Background: an optimization exercise with open tools, aiming at small area. Do not read the settings as production practice. The RTL was checked by simulation tests, not by an equivalence proof against the original design.

==> flow/design.v <==
`timescale 1ns / 1ps
module MouseHandler(clk,rst,ps2_c_in,ps2_d_in,ps2_c_oe,ps2_d_oe,ps2_d_out,XMouseVGA,YMouseVGA,Botones);
input clk, rst;
input ps2_c_in, ps2_d_in;
output ps2_c_oe, ps2_d_oe, ps2_d_out;
output [9:0] XMouseVGA, YMouseVGA;
output reg [2:0] Botones;
reg fb;
reg [2:0] frun;
reg edge_c;
wire fsat = (frun == 3'd0);
wire all1 = fb & fsat;
wire all0 = ~fb & fsat;
wire fall_edge = edge_c & all0;
always @(posedge clk or posedge rst)
	if (rst) begin
		fb <= 1'b0;
		frun <= 3'd0;
		edge_c <= 1'b0;
	end else begin
		fb <= ps2_c_in;
		if (ps2_c_in != fb)
			frun <= 3'b001;
		else
			frun <= {frun[1:0], (~frun[2] & frun[1]) | (frun[2] & ~frun[1] & frun[0])};
		edge_c <= all1 | (edge_c & ~all0);
	end
reg go, s1, s2, s3;
wire tx_idle = ~(s1 | s2 | s3);
assign ps2_c_oe = s1;
assign ps2_d_oe = s2;
reg [3:0] cuenta;
wire trama = (cuenta == 4'd10);
localparam [15:0] LFSR_A = 16'h5d4b;
localparam [15:0] LFSR_B = 16'h5e0f;
localparam [15:0] LFSR_T = 16'hfbd0;
reg [15:0] tmr;
wire hit = (tmr == LFSR_T);
wire done = go & tx_idle;
wire tmr_load = ~go | (s2 & fall_edge & trama);
wire tmr_step = s1 | s3 | (s2 & fall_edge);
wire lfsr_fb = tmr[0] ^ tmr[3] ^ tmr[4] ^ tmr[5];
wire shift_x, shift_y;
wire [15:0] tmr_next = tmr_load ? (go ? LFSR_B : LFSR_A) :
	{done ? ps2_d_in : lfsr_fb, tmr[15:9], done ? ps2_d_in : tmr[8], tmr[7:1]};
always @(posedge clk) begin
	if (tmr_load | tmr_step | shift_x)
		tmr[7:0] <= tmr_next[7:0];
	if (tmr_load | tmr_step | shift_y)
		tmr[15:8] <= tmr_next[15:8];
end
assign ps2_d_out = tmr[0];
wire [7:0] dx = tmr[7:0];
wire [7:0] dy = tmr[15:8];
always @(posedge clk or posedge rst)
	if (rst) begin
		go <= 1'b0;
		s1 <= 1'b0;
		s2 <= 1'b0;
		s3 <= 1'b0;
	end else begin
		go <= 1'b1;
		s1 <= ~go | (s1 & ~hit);
		s2 <= (s1 & hit) | (s2 & ~(fall_edge & trama));
		s3 <= (s2 & fall_edge & trama) | (s3 & ~hit);
	end
localparam R0 = 3'd0, R1 = 3'd1, R2 = 3'd2, R3 = 3'd3, R4 = 3'd4;
reg [2:0] rxs;
wire rx_start = ~ps2_d_in & ps2_c_in & tx_idle;
wire clr_bits = (rxs == R0) & tx_idle;
wire shift = (rxs == R2) & ~trama;
wire rx_done = (rxs == R4);
always @(posedge clk or posedge rst)
	if (rst)
		rxs <= R0;
	else
		case (rxs)
			R0: rxs <= rx_start ? R1 : R0;
			R1: rxs <= fall_edge ? R2 : R1;
			R2: rxs <= R3;
			R3: rxs <= trama ? R4 : R1;
			default: rxs <= R0;
		endcase
always @(posedge clk)
	if (clr_bits)
		cuenta <= 4'd0;
	else
		cuenta <= cuenta ^ {&{cuenta[2:0], fall_edge}, &{cuenta[1:0], fall_edge}, cuenta[0] & fall_edge, fall_edge};
reg [1:0] nbyte;
wire listo = nbyte[1] & ~nbyte[0];
wire slot0 = ~nbyte[1] & ~nbyte[0];
wire slot1 = ~nbyte[1] & nbyte[0];
wire slot2 = nbyte[1] & nbyte[0];
always @(posedge clk or posedge rst)
	if (rst)
		nbyte <= 2'b00;
	else begin
		nbyte[0] <= rx_done ? ~nbyte[1] : nbyte[0];
		nbyte[1] <= nbyte[0] & (rx_done | nbyte[1]);
	end
reg [5:0] st;    
assign shift_x = done & shift & slot1;
assign shift_y = done & shift & slot2;
always @(posedge clk) begin
	if (shift & slot0 & ~cuenta[3])
		st <= {ps2_d_in, st[5:1]};
end
reg [9:0] nx, ny;
assign XMouseVGA = ~nx;
assign YMouseVGA = ~ny;
wire [9:0] gdx = {10{listo}} & {{2{st[4]}}, dx};
wire [9:0] gdy = {10{listo}} & {{2{st[5]}}, dy};
reg [9:0] xn, yn;
reg cx, cy;
integer i;
always @* begin
	cx = 1'b0; cy = 1'b0;
	for (i = 0; i < 10; i = i + 1) begin
		xn[i] = nx[i] ^ gdx[i] ^ cx;
		cx = (nx[i] & gdx[i]) | (nx[i] & cx) | (gdx[i] & cx);
		yn[i] = ny[i] ^ gdy[i] ^ cy;
		cy = (ny[i] & gdy[i]) | (ny[i] & cy) | (gdy[i] & cy);
	end
end
always @(posedge clk or posedge rst)
	if (rst) begin
		nx <= 10'h3ff;
		ny <= 10'h3ff;
	end else begin
		nx <= xn;
		ny <= yn;
	end
always @(posedge clk or posedge rst)
	if (rst)
		Botones <= 3'b0;
	else if (listo)
		Botones <= st[2:0];
endmodule
==> flow/config.mk <==
export PLATFORM = sky130hd
export DESIGN_NAME = MouseHandler
export DESIGN_NICKNAME = MouseHandler
export VERILOG_FILES = /design/flow/design.v
export SDC_FILE = /design/flow/constraint.sdc
export NUM_CORES = 4
export LEC_CHECK = 0
export CAP_MARGIN = 20
export CORE_MARGIN = 2
export CORE_UTILIZATION = 60
export SLEW_MARGIN = 20
==> flow/constraint.sdc <==
create_clock -name core_clock -period 10.0 [get_ports {clk}]
set_input_delay 2.0000 -clock core_clock [delete_from_list [all_inputs] [get_ports {clk}]]
set_output_delay 2.0000 -clock core_clock [all_outputs]
set_load 0.01 [all_outputs]
standard.sh (not shown) runs the stock make flow with config.mk's settings and CLKGATE_MAP_FILE= SYNTH_SCRIPT=/design/flow/synth_recipe.tcl, a recipe that flattens the netlist after the stock synthesis.
==> flow/flow/run.sh <==
#!/bin/bash
# The standard layout with these changes:
#  * after the standard synthesis, the combinational logic is re-mapped by
#    ABC for area (flip-flops, adder and tie cells kept as they are), the
#    result is proven equivalent to the standard netlist, and combinational
#    cells are set to their smallest drive strength;
#  * port buffers use the smallest buffer cell (sky130_fd_sc_hd__buf_1);
#  * clock tree built from clkbuf_4 without dummy loads.
set -euo pipefail
export PATH=$PATH:/OpenROAD-flow-scripts/tools/install/yosys/bin
export BUFFER_PORTS_ARGS="-buffer_cell sky130_fd_sc_hd__buf_1"
export CTS_ARGS="-sink_clustering_enable -repair_clock_nets -dont_use_dummy_load -buf_list sky130_fd_sc_hd__clkbuf_4 -sink_buffer_max_cap_derate 3"
R=$PWD/orfs/results/$FLOW_PLATFORM/MouseHandler/base
LIB=$FLOW_HOME/platforms/$FLOW_PLATFORM/lib/sky130_fd_sc_hd__tt_025C_1v80.lib
bash standard.sh $R/1_2_yosys.v > synth_flow.log 2>&1
cp $R/1_2_yosys.v standard_synth.v
bash flow/reabc.sh $R/1_2_yosys.v $LIB > reabc.log 2>&1
python3 flow/downsize.py $R/1_2_yosys.v $LIB > downsize.log 2>&1
bash flow/eqcheck.sh standard_synth.v $R/1_2_yosys.v $LIB > eqcheck.log 2>&1
bash standard.sh finish > standard_flow.log 2>&1
Other scripts of this flow, unchanged in this note and not shown: flow/flow/downsize.py, flow/flow/eqcheck.sh, flow/flow/reabc.sh
The starting point aborted during clock tree synthesis (4_1_cts) with CTS-0109.
Next try:
--- a/flow/flow/run.sh
+++ b/flow/flow/run.sh
@@ -12 +12 @@
-export CTS_ARGS="-sink_clustering_enable -repair_clock_nets -dont_use_dummy_load -buf_list sky130_fd_sc_hd__clkbuf_4 -sink_buffer_max_cap_derate 3"
+export CTS_ARGS="-sink_clustering_enable -repair_clock_nets -dont_use_dummy_load -buf_list sky130_fd_sc_hd__clkbuf_4 -sink_clustering_size 40 -sink_clustering_max_diameter 500 -sink_buffer_max_cap_derate 0.5"
The new run completed with no timing, DRC or antenna violations. Synthesized cell count does not change. Area after synthesis stays the same.

## afterwards: timing with drivers on the ports
The flow's constraints put no driver on any port. The routed layout listed below was extracted and timed again, unchanged, in two steps.
Step 1 (the two cells are an assumption about what drives the block):
set clk [get_ports {clk}]
set_driving_cell -lib_cell sky130_fd_sc_hd__clkbuf_16 $clk
set_driving_cell -lib_cell sky130_fd_sc_hd__buf_2 [delete_from_list [all_inputs] $clk]
Step 2 times the ports against the registers' clock, not the clock port: input delays grow and output delays shrink by t, the midpoint of the rising clock arrivals with the driver on.
a / b / c = no drivers / after step 1 / after step 2; a / b = the first two.
run: the second run
t, ns: 0.404
slack for setup (ns): 5.310 / 5.310 / 5.310
worst slew at a driven data input, ns: 0.03
After both steps the second run still meets setup and hold. The setup slack of the second run moves by 0.000 ns with the drivers and by 0.000 ns with both steps.
